This design comes from an exercise in tuning for small area and a short achievable clock period on the open sky130 flow, not from production work.
Function was not checked in any run shown here: the RTL went through the layout flow alone.
Power is estimated from default activity; no workload was simulated.

==> flow/design.v, too long to show whole: its modules and the start of the top module <==
// module float_adder: 80 lines
// module float_mult: 529 lines
// module mul_fa: 6 lines
// module mul_ha: 6 lines
// module float_comp: 17 lines
// module float2int: 35 lines
// module int2float: 26 lines
// module float_ops: 25 lines
module float_ops(
	input         clk,
	input         rst_n,
	input  [31:0] add_a,
	input  [31:0] add_b,
	output [31:0] add_out,
	input  [31:0] mul_a,
	input  [31:0] mul_b,
	output [31:0] mul_out,
	input  [31:0] cmp_a,
	input  [31:0] cmp_b,
	output        cmp_gt,
	output        cmp_eq,
	output        cmp_lt,
	input  [31:0] f2i_in,
	output [31:0] f2i_out,
	input  [31:0] i2f_in,
	output [31:0] i2f_out
);
  // ...
==> flow/flow/run.sh <==
#!/bin/bash
# Own layout flow: the standard flow (standard synthesis unchanged), with
# the ports buffered by the smallest plain buffer instead of the default
# delay-cell buffer; timing repair upsizes it where a path needs it.
set -euo pipefail
export BUFFER_PORTS_ARGS="-buffer_cell sky130_fd_sc_hd__buf_1"
bash standard.sh finish > standard_flow.log 2>&1
==> flow/standard.sh <==
#!/bin/bash
# synth_recipe.tcl (not shown) runs the flow's synth.tcl, then flattens the netlist and writes it again
# the make line also repeats each setting of config.mk as NAME=value (left out here)
make -C /OpenROAD-flow-scripts/flow DESIGN_CONFIG=/design/flow/config.mk WORK_HOME=/design/flow/orfs CLKGATE_MAP_FILE= SYNTH_SCRIPT=/design/flow/synth_recipe.tcl "${@:-finish}"
==> flow/config.mk <==
export PLATFORM = sky130hd
export DESIGN_NAME = float_ops
export DESIGN_NICKNAME = float_ops
export VERILOG_FILES = /design/flow/design.v
export SDC_FILE = /design/flow/constraint.sdc
export NUM_CORES = 4
export LEC_CHECK = 0
export CAP_MARGIN = 20
export CORE_MARGIN = 2
export CORE_UTILIZATION = 55
export SETUP_SLACK_MARGIN = 5
export SLEW_MARGIN = 20
export SYNTH_HIERARCHICAL = 1
export SYNTH_MINIMUM_KEEP_SIZE = 0
==> flow/constraint.sdc <==
create_clock -name core_clock -period 10.0 [get_ports {clk}]
set_input_delay 2.0000 -clock core_clock [delete_from_list [all_inputs] [get_ports {clk}]]
set_output_delay 2.0000 -clock core_clock [all_outputs]
set_load 0.01 [all_outputs]
==> summary.txt, run 1 <==
Cts repair resizes = 12
Post-synth ARST share = 0%
WHS = 0.324 ns
Min-Delay Startpoint = u_add.bz0
Placed cell area = 37,800 µm²
Clk sink count = 372
Die area = 67,300 µm²
Pre-antenna DRT Iters = 6
Final hold violation count = 0
Clk_buf instances = 58
Count leader, synth = dfxtp_1
Adder-cell share of the synthesized area = 22.4%
Total global routing track utilization = 31.2%
WP buf/inv = 3
Largest family of logic cells by synthesized area = adder cells
Critical path startpoint = add_b[16]
Yosys reg bits = 372
CP Launch Type = primary input
Std-Cell Rows = 93
Leading cell kind = multi-input combinational cells
Status = finished clean
Comb pwr share = 65.6%
Die width = 259 µm
WL met1 = 47,200 µm
Seq/Total Area, Yosys = 20.7%
Top cell by count, worst path = a21o_1
==> module int2float, before the edit <==
module int2float(clk,rst_n,int_in,float_out);
input wire clk,rst_n;
input wire [31:0] int_in;
output wire [31:0] float_out;
wire        s   = int_in[31];
wire [31:0] y   = int_in ^ {32{s}};
wire [31:0] mag = s ? (~int_in + 32'd1) : int_in;
reg  [5:0]  c;
integer i;
always @(*) begin
	c = 6'd32;
	for (i = 0; i < 32; i = i + 1)
		if (y[i]) c = 31 - i;
end
wire [31:0] m8 = mag << {c[5:3], 3'b000};
reg        s_r;
reg [5:0]  c_r;
reg [31:0] m_r;
always @(posedge clk) begin
	s_r <= s;
	c_r <= c;
	m_r <= m8;
end
wire [31:0] n = m_r << c_r[2:0];
assign float_out = {s_r, n[31] ? (8'd158 - {2'd0, c_r}) : (8'd159 - {2'd0, c_r}), n[30:8]};
endmodule
==> run 2: changes to the inputs <==
--- a/flow/design.v
+++ b/flow/design.v
@@ -430,75 +430,67 @@
 mul_fa u_fa263(.a(fs262), .b(pp11[22]), .ci(fc259), .s(fs263), .co(fc263));
 mul_ha u_ha33(.a(fs263), .b(fc260), .s(hs33), .co(hc33));
 mul_fa u_fa264(.a(x[21]), .b(~neg[10]), .ci(pp11[23]), .s(fs264), .co(fc264));
 mul_fa u_fa265(.a(fs264), .b(fc262), .ci(fc263), .s(fs265), .co(fc265));
 assign fs266 = ~(x[22] ^ pp11[24]);
 assign fc266 = x[22] | pp11[24];
 mul_ha u_ha34(.a(fs266), .b(fc264), .s(hs34), .co(hc34));
 mul_fa u_fa267(.a(x[23]), .b(~neg[11]), .ci(fc266), .s(fs267), .co(fc267));
-wire [24:0] rowa = {hc34, fc265, hc33, fc261, hc32, fc255, hc31, fc247, hc30, fc237, hc29, fc225, hc28, fc211, hc27, fc195, hc26, fc177, hc25, fc157, hc24, fs146, fc124, hc22, fc103};
-wire [24:0] rowb = {fs267, hs34, fs265, hs33, fs261, hs32, fs255, hs31, fs247, hs30, fs237, hs29, fs225, hs28, fs211, hs27, fs195, hs26, fs177, hs25, fs157, hs24, hs23, fs124, hs22};
-wire [19:0] lowa = {hc21, hc20, hc19, hc18, hc17, hc16, hc15, hc14, hc13, hc12, hc11, hc10, fs18, hc8, hc7, fs8, hc5, hc4, fc2, hc3};
-wire [19:0] lowb = {fs103, hs21, hs20, hs19, hs18, hs17, hs16, hs15, hs14, hs13, hs12, hs11, hs10, hs9, hs8, hs7, hs6, hs5, hs4, fs2};
-wire [19:0] lg0 = lowa & lowb;
-wire [19:0] lp0 = lowa ^ lowb;
+wire [28:0] rowa = {hc34, fc265, hc33, fc261, hc32, fc255, hc31, fc247, hc30, fc237, hc29, fc225, hc28, fc211, hc27, fc195, hc26, fc177, hc25, fc157, hc24, fs146, fc124, hc22, fc103, hc21, hc20, hc19, hc18};
+wire [28:0] rowb = {fs267, hs34, fs265, hs33, fs261, hs32, fs255, hs31, fs247, hs30, fs237, hs29, fs225, hs28, fs211, hs27, fs195, hs26, fs177, hs25, fs157, hs24, hs23, fs124, hs22, fs103, hs21, hs20, hs19};
+wire [15:0] lowa = {hc17, hc16, hc15, hc14, hc13, hc12, hc11, hc10, fs18, hc8, hc7, fs8, hc5, hc4, fc2, hc3};
+wire [15:0] lowb = {hs18, hs17, hs16, hs15, hs14, hs13, hs12, hs11, hs10, hs9, hs8, hs7, hs6, hs5, hs4, fs2};
+wire [15:0] lg0 = lowa & lowb;
+wire [15:0] lp0 = lowa ^ lowb;
 wire lg1_ = lg0[1] | (lp0[1] & lg0[0]);
 wire lp1_ = lp0[1] & lp0[0];
 wire lg2_ = lg0[3] | (lp0[3] & lg0[2]);
 wire lp2_ = lp0[3] & lp0[2];
 wire lg3_ = lg0[5] | (lp0[5] & lg0[4]);
 wire lp3_ = lp0[5] & lp0[4];
 wire lg4_ = lg0[7] | (lp0[7] & lg0[6]);
 wire lp4_ = lp0[7] & lp0[6];
 wire lg5_ = lg0[9] | (lp0[9] & lg0[8]);
 wire lp5_ = lp0[9] & lp0[8];
 wire lg6_ = lg0[11] | (lp0[11] & lg0[10]);
 wire lp6_ = lp0[11] & lp0[10];
 wire lg7_ = lg0[13] | (lp0[13] & lg0[12]);
 wire lp7_ = lp0[13] & lp0[12];
 wire lg8_ = lg0[15] | (lp0[15] & lg0[14]);
 wire lp8_ = lp0[15] & lp0[14];
-wire lg9_ = lg0[17] | (lp0[17] & lg0[16]);
-wire lp9_ = lp0[17] & lp0[16];
-wire lg10_ = lg0[19] | (lp0[19] & lg0[18]);
-wire lp10_ = lp0[19] & lp0[18];
-wire lg11_ = lg2_ | (lp2_ & lg1_);
-wire lp11_ = lp2_ & lp1_;
-wire lg12_ = lg4_ | (lp4_ & lg3_);
-wire lp12_ = lp4_ & lp3_;
-wire lg13_ = lg6_ | (lp6_ & lg5_);
-wire lp13_ = lp6_ & lp5_;
-wire lg14_ = lg8_ | (lp8_ & lg7_);
-wire lp14_ = lp8_ & lp7_;
-wire lg15_ = lg10_ | (lp10_ & lg9_);
-wire lp15_ = lp10_ & lp9_;
-wire lg16_ = lg12_ | (lp12_ & lg11_);
-wire lp16_ = lp12_ & lp11_;
-wire lg17_ = lg14_ | (lp14_ & lg13_);
-wire lp17_ = lp14_ & lp13_;
-wire lg18_ = lg17_ | (lp17_ & lg16_);
-wire lp18_ = lp17_ & lp16_;
-wire lg19_ = lg15_ | (lp15_ & lg18_);
-wire lp19_ = lp15_ & lp18_;
-wire lcarry = lg19_;
-reg [24:0] ra1, rb1;
+wire lg9_ = lg2_ | (lp2_ & lg1_);
+wire lp9_ = lp2_ & lp1_;
+wire lg10_ = lg4_ | (lp4_ & lg3_);
+wire lp10_ = lp4_ & lp3_;
+wire lg11_ = lg6_ | (lp6_ & lg5_);
+wire lp11_ = lp6_ & lp5_;
+wire lg12_ = lg8_ | (lp8_ & lg7_);
+wire lp12_ = lp8_ & lp7_;
+wire lg13_ = lg10_ | (lp10_ & lg9_);
+wire lp13_ = lp10_ & lp9_;
+wire lg14_ = lg12_ | (lp12_ & lg11_);
+wire lp14_ = lp12_ & lp11_;
+wire lg15_ = lg14_ | (lp14_ & lg13_);
+wire lp15_ = lp14_ & lp13_;
+wire lcarry = lg15_;
+reg [28:0] ra1, rb1;
 reg        cl1;
 reg        s1, ovf1, unf1;
 reg [7:0]  e1;
 always @(posedge clk) begin
 	ra1  <= rowa;
 	rb1  <= rowb;
 	cl1  <= lcarry;
 	s1   <= s0;
 	ovf1 <= ovf0;
 	unf1 <= unf0;
 	e1   <= e0;
 end
-wire [25:0] bk_g0, bk_p0;
+wire [29:0] bk_g0, bk_p0;
 assign bk_g0 = {ra1, cl1} & {rb1, cl1};
 assign bk_p0 = {ra1, cl1} ^ {rb1, cl1};
 wire bk_g1 = bk_g0[1] | (bk_p0[1] & bk_g0[0]);
 wire bk_p1 = bk_p0[1] & bk_p0[0];
 wire bk_g2 = bk_g0[3] | (bk_p0[3] & bk_g0[2]);
 wire bk_p2 = bk_p0[3] & bk_p0[2];
 wire bk_g3 = bk_g0[5] | (bk_p0[5] & bk_g0[4]);
 wire bk_p3 = bk_p0[5] & bk_p0[4];
@@ -517,79 +509,93 @@
 wire bk_g10 = bk_g0[19] | (bk_p0[19] & bk_g0[18]);
 wire bk_p10 = bk_p0[19] & bk_p0[18];
 wire bk_g11 = bk_g0[21] | (bk_p0[21] & bk_g0[20]);
 wire bk_p11 = bk_p0[21] & bk_p0[20];
 wire bk_g12 = bk_g0[23] | (bk_p0[23] & bk_g0[22]);
 wire bk_p12 = bk_p0[23] & bk_p0[22];
 wire bk_g13 = bk_g0[25] | (bk_p0[25] & bk_g0[24]);
 wire bk_p13 = bk_p0[25] & bk_p0[24];
-wire bk_g14 = bk_g2 | (bk_p2 & bk_g1);
-wire bk_p14 = bk_p2 & bk_p1;
-wire bk_g15 = bk_g4 | (bk_p4 & bk_g3);
-wire bk_p15 = bk_p4 & bk_p3;
-wire bk_g16 = bk_g6 | (bk_p6 & bk_g5);
-wire bk_p16 = bk_p6 & bk_p5;
-wire bk_g17 = bk_g8 | (bk_p8 & bk_g7);
-wire bk_p17 = bk_p8 & bk_p7;
-wire bk_g18 = bk_g10 | (bk_p10 & bk_g9);
-wire bk_p18 = bk_p10 & bk_p9;
-wire bk_g19 = bk_g12 | (bk_p12 & bk_g11);
-wire bk_p19 = bk_p12 & bk_p11;
-wire bk_g20 = bk_g15 | (bk_p15 & bk_g14);
-wire bk_p20 = bk_p15 & bk_p14;
-wire bk_g21 = bk_g17 | (bk_p17 & bk_g16);
-wire bk_p21 = bk_p17 & bk_p16;
-wire bk_g22 = bk_g19 | (bk_p19 & bk_g18);
-wire bk_p22 = bk_p19 & bk_p18;
-wire bk_g23 = bk_g21 | (bk_p21 & bk_g20);
-wire bk_p23 = bk_p21 & bk_p20;
-wire bk_g24 = bk_g22 | (bk_p22 & bk_g23);
-wire bk_p24 = bk_p22 & bk_p23;
-wire bk_g25 = bk_g16 | (bk_p16 & bk_g20);
-wire bk_p25 = bk_p16 & bk_p20;
-wire bk_g26 = bk_g18 | (bk_p18 & bk_g23);
-wire bk_p26 = bk_p18 & bk_p23;
-wire bk_g27 = bk_g3 | (bk_p3 & bk_g14);
-wire bk_p27 = bk_p3 & bk_p14;
-wire bk_g28 = bk_g5 | (bk_p5 & bk_g20);
-wire bk_p28 = bk_p5 & bk_p20;
-wire bk_g29 = bk_g7 | (bk_p7 & bk_g25);
-wire bk_p29 = bk_p7 & bk_p25;
-wire bk_g30 = bk_g9 | (bk_p9 & bk_g23);
-wire bk_p30 = bk_p9 & bk_p23;
-wire bk_g31 = bk_g11 | (bk_p11 & bk_g26);
-wire bk_p31 = bk_p11 & bk_p26;
-wire bk_g32 = bk_g13 | (bk_p13 & bk_g24);
-wire bk_p32 = bk_p13 & bk_p24;
-wire bk_g33 = bk_g0[2] | (bk_p0[2] & bk_g1);
-wire bk_p33 = bk_p0[2] & bk_p1;
-wire bk_g34 = bk_g0[4] | (bk_p0[4] & bk_g14);
-wire bk_p34 = bk_p0[4] & bk_p14;
-wire bk_g35 = bk_g0[6] | (bk_p0[6] & bk_g27);
-wire bk_p35 = bk_p0[6] & bk_p27;
-wire bk_g36 = bk_g0[8] | (bk_p0[8] & bk_g20);
-wire bk_p36 = bk_p0[8] & bk_p20;
-wire bk_g37 = bk_g0[10] | (bk_p0[10] & bk_g28);
-wire bk_p37 = bk_p0[10] & bk_p28;
-wire bk_g38 = bk_g0[12] | (bk_p0[12] & bk_g25);
-wire bk_p38 = bk_p0[12] & bk_p25;
-wire bk_g39 = bk_g0[14] | (bk_p0[14] & bk_g29);
-wire bk_p39 = bk_p0[14] & bk_p29;
-wire bk_g40 = bk_g0[16] | (bk_p0[16] & bk_g23);
-wire bk_p40 = bk_p0[16] & bk_p23;
-wire bk_g41 = bk_g0[18] | (bk_p0[18] & bk_g30);
-wire bk_p41 = bk_p0[18] & bk_p30;
-wire bk_g42 = bk_g0[20] | (bk_p0[20] & bk_g26);
-wire bk_p42 = bk_p0[20] & bk_p26;
-wire bk_g43 = bk_g0[22] | (bk_p0[22] & bk_g31);
-wire bk_p43 = bk_p0[22] & bk_p31;
-wire bk_g44 = bk_g0[24] | (bk_p0[24] & bk_g24);
-wire bk_p44 = bk_p0[24] & bk_p24;
-wire [24:0] bk_sum = {bk_p0[25] ^ bk_g44, bk_p0[24] ^ bk_g24, bk_p0[23] ^ bk_g43, bk_p0[22] ^ bk_g31, bk_p0[21] ^ bk_g42, bk_p0[20] ^ bk_g26, bk_p0[19] ^ bk_g41, bk_p0[18] ^ bk_g30, bk_p0[17] ^ bk_g40, bk_p0[16] ^ bk_g23, bk_p0[15] ^ bk_g39, bk_p0[14] ^ bk_g29, bk_p0[13] ^ bk_g38, bk_p0[12] ^ bk_g25, bk_p0[11] ^ bk_g37, bk_p0[10] ^ bk_g28, bk_p0[9] ^ bk_g36, bk_p0[8] ^ bk_g20, bk_p0[7] ^ bk_g35, bk_p0[6] ^ bk_g27, bk_p0[5] ^ bk_g34, bk_p0[4] ^ bk_g14, bk_p0[3] ^ bk_g33, bk_p0[2] ^ bk_g1, bk_p0[1] ^ bk_g0[0]};
+wire bk_g14 = bk_g0[27] | (bk_p0[27] & bk_g0[26]);
+wire bk_p14 = bk_p0[27] & bk_p0[26];
+wire bk_g15 = bk_g0[29] | (bk_p0[29] & bk_g0[28]);
+wire bk_p15 = bk_p0[29] & bk_p0[28];
+wire bk_g16 = bk_g2 | (bk_p2 & bk_g1);
+wire bk_p16 = bk_p2 & bk_p1;
+wire bk_g17 = bk_g4 | (bk_p4 & bk_g3);
+wire bk_p17 = bk_p4 & bk_p3;
+wire bk_g18 = bk_g6 | (bk_p6 & bk_g5);
+wire bk_p18 = bk_p6 & bk_p5;
+wire bk_g19 = bk_g8 | (bk_p8 & bk_g7);
+wire bk_p19 = bk_p8 & bk_p7;
+wire bk_g20 = bk_g10 | (bk_p10 & bk_g9);
+wire bk_p20 = bk_p10 & bk_p9;
+wire bk_g21 = bk_g12 | (bk_p12 & bk_g11);
+wire bk_p21 = bk_p12 & bk_p11;
+wire bk_g22 = bk_g14 | (bk_p14 & bk_g13);
+wire bk_p22 = bk_p14 & bk_p13;
+wire bk_g23 = bk_g17 | (bk_p17 & bk_g16);
+wire bk_p23 = bk_p17 & bk_p16;
+wire bk_g24 = bk_g19 | (bk_p19 & bk_g18);
+wire bk_p24 = bk_p19 & bk_p18;
+wire bk_g25 = bk_g21 | (bk_p21 & bk_g20);
+wire bk_p25 = bk_p21 & bk_p20;
+wire bk_g26 = bk_g24 | (bk_p24 & bk_g23);
+wire bk_p26 = bk_p24 & bk_p23;
+wire bk_g27 = bk_g25 | (bk_p25 & bk_g26);
+wire bk_p27 = bk_p25 & bk_p26;
+wire bk_g28 = bk_g18 | (bk_p18 & bk_g23);
+wire bk_p28 = bk_p18 & bk_p23;
+wire bk_g29 = bk_g20 | (bk_p20 & bk_g26);
+wire bk_p29 = bk_p20 & bk_p26;
+wire bk_g30 = bk_g22 | (bk_p22 & bk_g27);
+wire bk_p30 = bk_p22 & bk_p27;
+wire bk_g31 = bk_g3 | (bk_p3 & bk_g16);
+wire bk_p31 = bk_p3 & bk_p16;
+wire bk_g32 = bk_g5 | (bk_p5 & bk_g23);
+wire bk_p32 = bk_p5 & bk_p23;
+wire bk_g33 = bk_g7 | (bk_p7 & bk_g28);
+wire bk_p33 = bk_p7 & bk_p28;
+wire bk_g34 = bk_g9 | (bk_p9 & bk_g26);
+wire bk_p34 = bk_p9 & bk_p26;
+wire bk_g35 = bk_g11 | (bk_p11 & bk_g29);
+wire bk_p35 = bk_p11 & bk_p29;
+wire bk_g36 = bk_g13 | (bk_p13 & bk_g27);
+wire bk_p36 = bk_p13 & bk_p27;
+wire bk_g37 = bk_g15 | (bk_p15 & bk_g30);
+wire bk_p37 = bk_p15 & bk_p30;
+wire bk_g38 = bk_g0[2] | (bk_p0[2] & bk_g1);
+wire bk_p38 = bk_p0[2] & bk_p1;
+wire bk_g39 = bk_g0[4] | (bk_p0[4] & bk_g16);
+wire bk_p39 = bk_p0[4] & bk_p16;
+wire bk_g40 = bk_g0[6] | (bk_p0[6] & bk_g31);
+wire bk_p40 = bk_p0[6] & bk_p31;
+wire bk_g41 = bk_g0[8] | (bk_p0[8] & bk_g23);
+wire bk_p41 = bk_p0[8] & bk_p23;
+wire bk_g42 = bk_g0[10] | (bk_p0[10] & bk_g32);
+wire bk_p42 = bk_p0[10] & bk_p32;
+wire bk_g43 = bk_g0[12] | (bk_p0[12] & bk_g28);
+wire bk_p43 = bk_p0[12] & bk_p28;
+wire bk_g44 = bk_g0[14] | (bk_p0[14] & bk_g33);
+wire bk_p44 = bk_p0[14] & bk_p33;
+wire bk_g45 = bk_g0[16] | (bk_p0[16] & bk_g26);
+wire bk_p45 = bk_p0[16] & bk_p26;
+wire bk_g46 = bk_g0[18] | (bk_p0[18] & bk_g34);
+wire bk_p46 = bk_p0[18] & bk_p34;
+wire bk_g47 = bk_g0[20] | (bk_p0[20] & bk_g29);
+wire bk_p47 = bk_p0[20] & bk_p29;
+wire bk_g48 = bk_g0[22] | (bk_p0[22] & bk_g35);
+wire bk_p48 = bk_p0[22] & bk_p35;
+wire bk_g49 = bk_g0[24] | (bk_p0[24] & bk_g27);
+wire bk_p49 = bk_p0[24] & bk_p27;
+wire bk_g50 = bk_g0[26] | (bk_p0[26] & bk_g36);
+wire bk_p50 = bk_p0[26] & bk_p36;
+wire bk_g51 = bk_g0[28] | (bk_p0[28] & bk_g30);
+wire bk_p51 = bk_p0[28] & bk_p30;
+wire [24:0] bk_sum = {bk_p0[29] ^ bk_g51, bk_p0[28] ^ bk_g30, bk_p0[27] ^ bk_g50, bk_p0[26] ^ bk_g36, bk_p0[25] ^ bk_g49, bk_p0[24] ^ bk_g27, bk_p0[23] ^ bk_g48, bk_p0[22] ^ bk_g35, bk_p0[21] ^ bk_g47, bk_p0[20] ^ bk_g29, bk_p0[19] ^ bk_g46, bk_p0[18] ^ bk_g34, bk_p0[17] ^ bk_g45, bk_p0[16] ^ bk_g26, bk_p0[15] ^ bk_g44, bk_p0[14] ^ bk_g33, bk_p0[13] ^ bk_g43, bk_p0[12] ^ bk_g28, bk_p0[11] ^ bk_g42, bk_p0[10] ^ bk_g32, bk_p0[9] ^ bk_g41, bk_p0[8] ^ bk_g23, bk_p0[7] ^ bk_g40, bk_p0[6] ^ bk_g31, bk_p0[5] ^ bk_g39};
 wire [24:0] p1 = bk_sum;
 reg        s2;
 reg [7:0]  e2;
 reg [22:0] f2;
 always @(posedge clk) begin
 	s2 <= s1;
 	if (ovf1) begin
 		e2 <= 8'hff;
@@ -680,26 +686,26 @@
 wire [31:0] mag = s ? (~int_in + 32'd1) : int_in;
 reg  [5:0]  c;
 integer i;
 always @(*) begin
 	c = 6'd32;
 	for (i = 0; i < 32; i = i + 1)
 		if (y[i]) c = 31 - i;
 end
-wire [31:0] m8 = mag << {c[5:3], 3'b000};
+wire [31:0] m8 = mag << {c[5:2], 2'b00};
 reg        s_r;
 reg [5:0]  c_r;
 reg [31:0] m_r;
 always @(posedge clk) begin
 	s_r <= s;
 	c_r <= c;
 	m_r <= m8;
 end
-wire [31:0] n = m_r << c_r[2:0];
+wire [31:0] n = m_r << c_r[1:0];
 assign float_out = {s_r, n[31] ? (8'd158 - {2'd0, c_r}) : (8'd159 - {2'd0, c_r}), n[30:8]};
 endmodule
 module float_ops(
 	input         clk,
 	input         rst_n,
 	input  [31:0] add_a,
 	input  [31:0] add_b,
 	output [31:0] add_out,
==> flow/flow/run.sh (replaced) <==
#!/bin/bash
set -euo pipefail
export BUFFER_PORTS_ARGS="-buffer_cell sky130_fd_sc_hd__buf_1"
export SETUP_SLACK_MARGIN=5.5
bash standard.sh finish > standard_flow.log 2>&1
==> flow/config.mk (replaced) <==
export PLATFORM = sky130hd
export DESIGN_NAME = float_ops
export DESIGN_NICKNAME = float_ops
export VERILOG_FILES = /design/flow/design.v
export SDC_FILE = /design/flow/constraint.sdc
export NUM_CORES = 4
export LEC_CHECK = 0
export CAP_MARGIN = 20
export CORE_MARGIN = 2
export CORE_UTILIZATION = 40
export CTS_CLUSTER_DIAMETER = 150
export CTS_CLUSTER_SIZE = 24
export SLEW_MARGIN = 20
export SYNTH_HIERARCHICAL = 1
export SYNTH_MINIMUM_KEEP_SIZE = 0
==> run 2 against run 1 <==
Sequential cell count increased by 4. Hold slack better by 0.0040 ns. Core utilization fell by 16 points. Register-to-register slack improved by 0.30 ns. Non-clock buffer count rose by 56. Synthesized area up 1.7%. Largest power group unchanged. Count of clock-buffer cells in the layout fell by 36. Cell count up 7.7%. Sequential share of layout area is 0.42 points lower. Final area rose by 4.1%. Highest routed layer is now met5. Die area rose by 39%.
==> summary.txt, run 2 <==
CP max-delay cell = dfxtp_4
Largest net degree at the start of global routing = 66
Pre-antenna DRT Iters = 6 (unchanged)
Worst slew pin tran = 0.788 ns
Fin nets = 5,029
WP data arrival = 4.99 ns
Tightest Hold Check Type = register to register
H-Tree Depth = 1
CP Max Fanout = 4
Initial antenna violation count = 20
Initial core utilization = 40.4%
DRC violations left = 0
Min-Delay Startpoint = u_mul.e0[7]
Placed cells = 5,385
Largest regs = u_f2i.m_r x32, u_mul.ra1 x29, u_mul.rb1 x29
Worst VDD drop = 173 µV
Highest-count cells in the layout ignoring fill and taps = buf_1, xnor2_1, dfxtp_1
Cell Area, Synth = 36,500 µm²
ANT nets after route = 0
Clk sink count = 376 (+1.1%)
Die width = 306 µm (+18%)
Hold buffer count at CTS = 0
WP buf/inv = 3 (unchanged)
Max-slew headroom = 47.5%
Design Power = 10.4 mW
CP Launch Type = register
Post-synth ARST share = 0% (unchanged)
Clock transition at path regs = 0.09 ns
RSZ-0062 raised after global routing = true
Crit path required time = 10.50 ns
Commonest non-fill, non-tap cell in the layout = buf_1
Count of different cell masters after synthesis = 127
Final hold violation count = 0 (unchanged)
Final core occ = 45.5%
Yosys top cell by area = dfxtp_1
Gate Count Post-Synth = 4,041
Status = finished clean
Final Skew = 0.0241 ns
CP max stage delay = 0.39 ns
CP top delay family = compound AO/OA/AOI/OAI gates
Port Buf Inserts = 387
Number of flip-flops in the largest register = 32
Critical path startpoint = u_add.d0[1]
Die height = 306 µm
Synth top area share = 20.6%
Primary FF master, synth = dfxtp_1
Share of cells above drive strength 1 = 10.4%
Total core area = 90,300 µm²
Wirelength per Cell = 21.4 µm
Max-slew violation count = 0
CTS max path bufs = 3
Max cap viols = 0
Seq/Total Area, Yosys = 20.6% (-0.13 points)
Final Setup Violations = 0
Commonest cells in the netlist = dfxtp_1, xnor2_1, a22oi_1
Vias post-DR = 32,250
Final wirelength = 117,000 µm
Setup TNS = 0 ns
First-pass GRT wire length = 175,000 µm
Fin cells = 5,483
Iter 0 DRT Violations = 2,892
Gpl congestion = 0.953
Most flops, register = u_f2i.m_r
Std-Cell Rows = 110 (+18%)
Yosys reg bits = 376 (+1.1%)
Num CTS Buffers = 21
Detail Placement HPWL = 81,200 µm
Total global routing track utilization = 23.2% (-8.0 points)
Ports = 389
Count leader, synth = dfxtp_1
FMAX = 0.223 GHz
Average size of a mapped cell = 9.04 µm²
WHS = 0.328 ns (+0.00399 ns)
WS Path Type = register to register
Final min period = 4.49 ns
Die area = 93,700 µm² (+39%)
Yosys warnings = 11
CTS tree = built
Pwr dens = 254 nW/µm²
Vias in the first global route = 30,670
Worst reg2reg startpoint = u_add.d0[1]
Vias/cell = 5.88
Layout area overhead = 12.5%
Crit path capture type = register
Gr ovfl total = 0
Pleak = 16.1 nW
Skew-Pair Late Insertion Delay = 0.59 ns
EDFF count, synth = 0
Period Utilization, post-route = 44.9%
Top cell by count, worst path = a21oi_2
Root Driver = clkbuf_16
Synth area leaders = dfxtp_1, fa_1, xnor2_1, ha_1, a22oi_1
run 2: cell type report:
| cell class | count | area (µm²) |
|---|---|---|
| Antenna cell | 9 | 22.5 |
| Clock buffer | 22 | 529 |
| Clock inverter | 7 | 77.6 |
| Fill cell | 8867 | 49200 |
| Inverter | 200 | 772 |
| Multi-Input combinational cell | 3167 | 27300 |
| Sequential cell | 376 | 7580 |
| Tap cell | 1176 | 1470 |
| Timing Repair Buffer | 526 | 3290 |
run 2: through the flow:
| stage | instance area (µm²) | setup slack (ns) |
|---|---|---|
| detailed placement | 38700 | 4.38 |
| global route | 41100 | 5.26 |
| floorplan | 36500 | 5.51 |
| global placement | 38700 | 4.34 |
| finish | 41100 | 5.51 |
| CTS | 39800 | 5.36 |
run 2: where the power goes:
part / switching [mW] / internal [mW]
logic: 4.06 / 3.13
registers: 0.310 / 2.00
clock network: 0.550 / 0.396
total: 4.92 / 5.53
run 2: worst paths after layout:
| kind | end | slack, ns | cells past startpoint |
|---|---|---|---|
| max | u_add.r1[24] | 5.51 | 25 |
| min | u_mul.e1[7] | 0.33 | 0 |
| max reg2reg | u_add.r1[24] | 5.51 | 25 |
| min reg2reg | u_mul.e1[7] | 0.33 | 0 |
run 2: cells by family after synthesis:
logic type / after synthesis / share of synthesized area (%)
other: 2 / 0.0206
multiplexers: 188 / 7.09
adder cells (fa/ha/maj): 480 / 22.0
flip-flops: 376 / 20.6
AND/OR/NAND/NOR: 922 / 12.6
buffers and inverters: 500 / 5.81
XOR/XNOR: 450 / 10.8
AO/OA/AOI/OAI: 1123 / 21.0
run 2: routing by layer:
layer  GRT usage, %  share of wire (%)  up-vias
met1           31.6                 42    15575
met2           37.2                 46     1428
met5              0              0.088        -
met3           3.89                8.2      262
met4           8.12                3.4       16
li1               -                  -    14969
run 2: modules after synthesis, one instance, submodules excluded, a selection:
module / cells inside / copies in the design / area (µm²) / flip-flops and latches
mul_fa: 1 / 254 / 20.0 / 0
float_comp: 117 / 1 / 898 / 2
float_mult: 1307 / 1 / 11600 / 171
int2float: 525 / 1 / 4110 / 34
float2int: 389 / 1 / 3400 / 36
mul_ha: 1 / 34 / 12.5 / 0
float_adder: 1415 / 1 / 11000 / 133
run 2: timing repair:
item                       4_1_cts  5_1_grt
resized for setup               73      189
setup buffers                   14       30
hold endpoints to repair         0        0
setup endpoints to repair       65       93
cloned                           3       13
pin swaps                        9       41

-- port drivers added, routing unchanged --
How much do the figures lean on ideal ports? The routed layouts below were timed once more, with nothing changed but the port constraints.
Step 1 assumes that a clkbuf_16 drives the clock port and a buf_2 every other input.
Step 2 also shifts input and output timing later by t, the mid clock arrival at the registers, as if the neighbouring blocks saw the same clock.
Three values: no drivers, after step 1, after step 2; two values: the first two.
run	t, ns	setup WS [ns]	worst setup path at the end	clock arrival spread, ns	worst slew at a driven data input, ns
run 1	0.657	5.074 / 5.116 / 4.460	input to register	0.032 / 0.031	0.09
run 2	0.643	5.507 / 5.507 / 5.007	input to register	0.037 / 0.037	0.16
After both steps setup and hold are still met in every run listed. For run 1, which loses most, drivers alone change the setup slack by +0.042 ns; drivers and shift together by -0.614 ns.
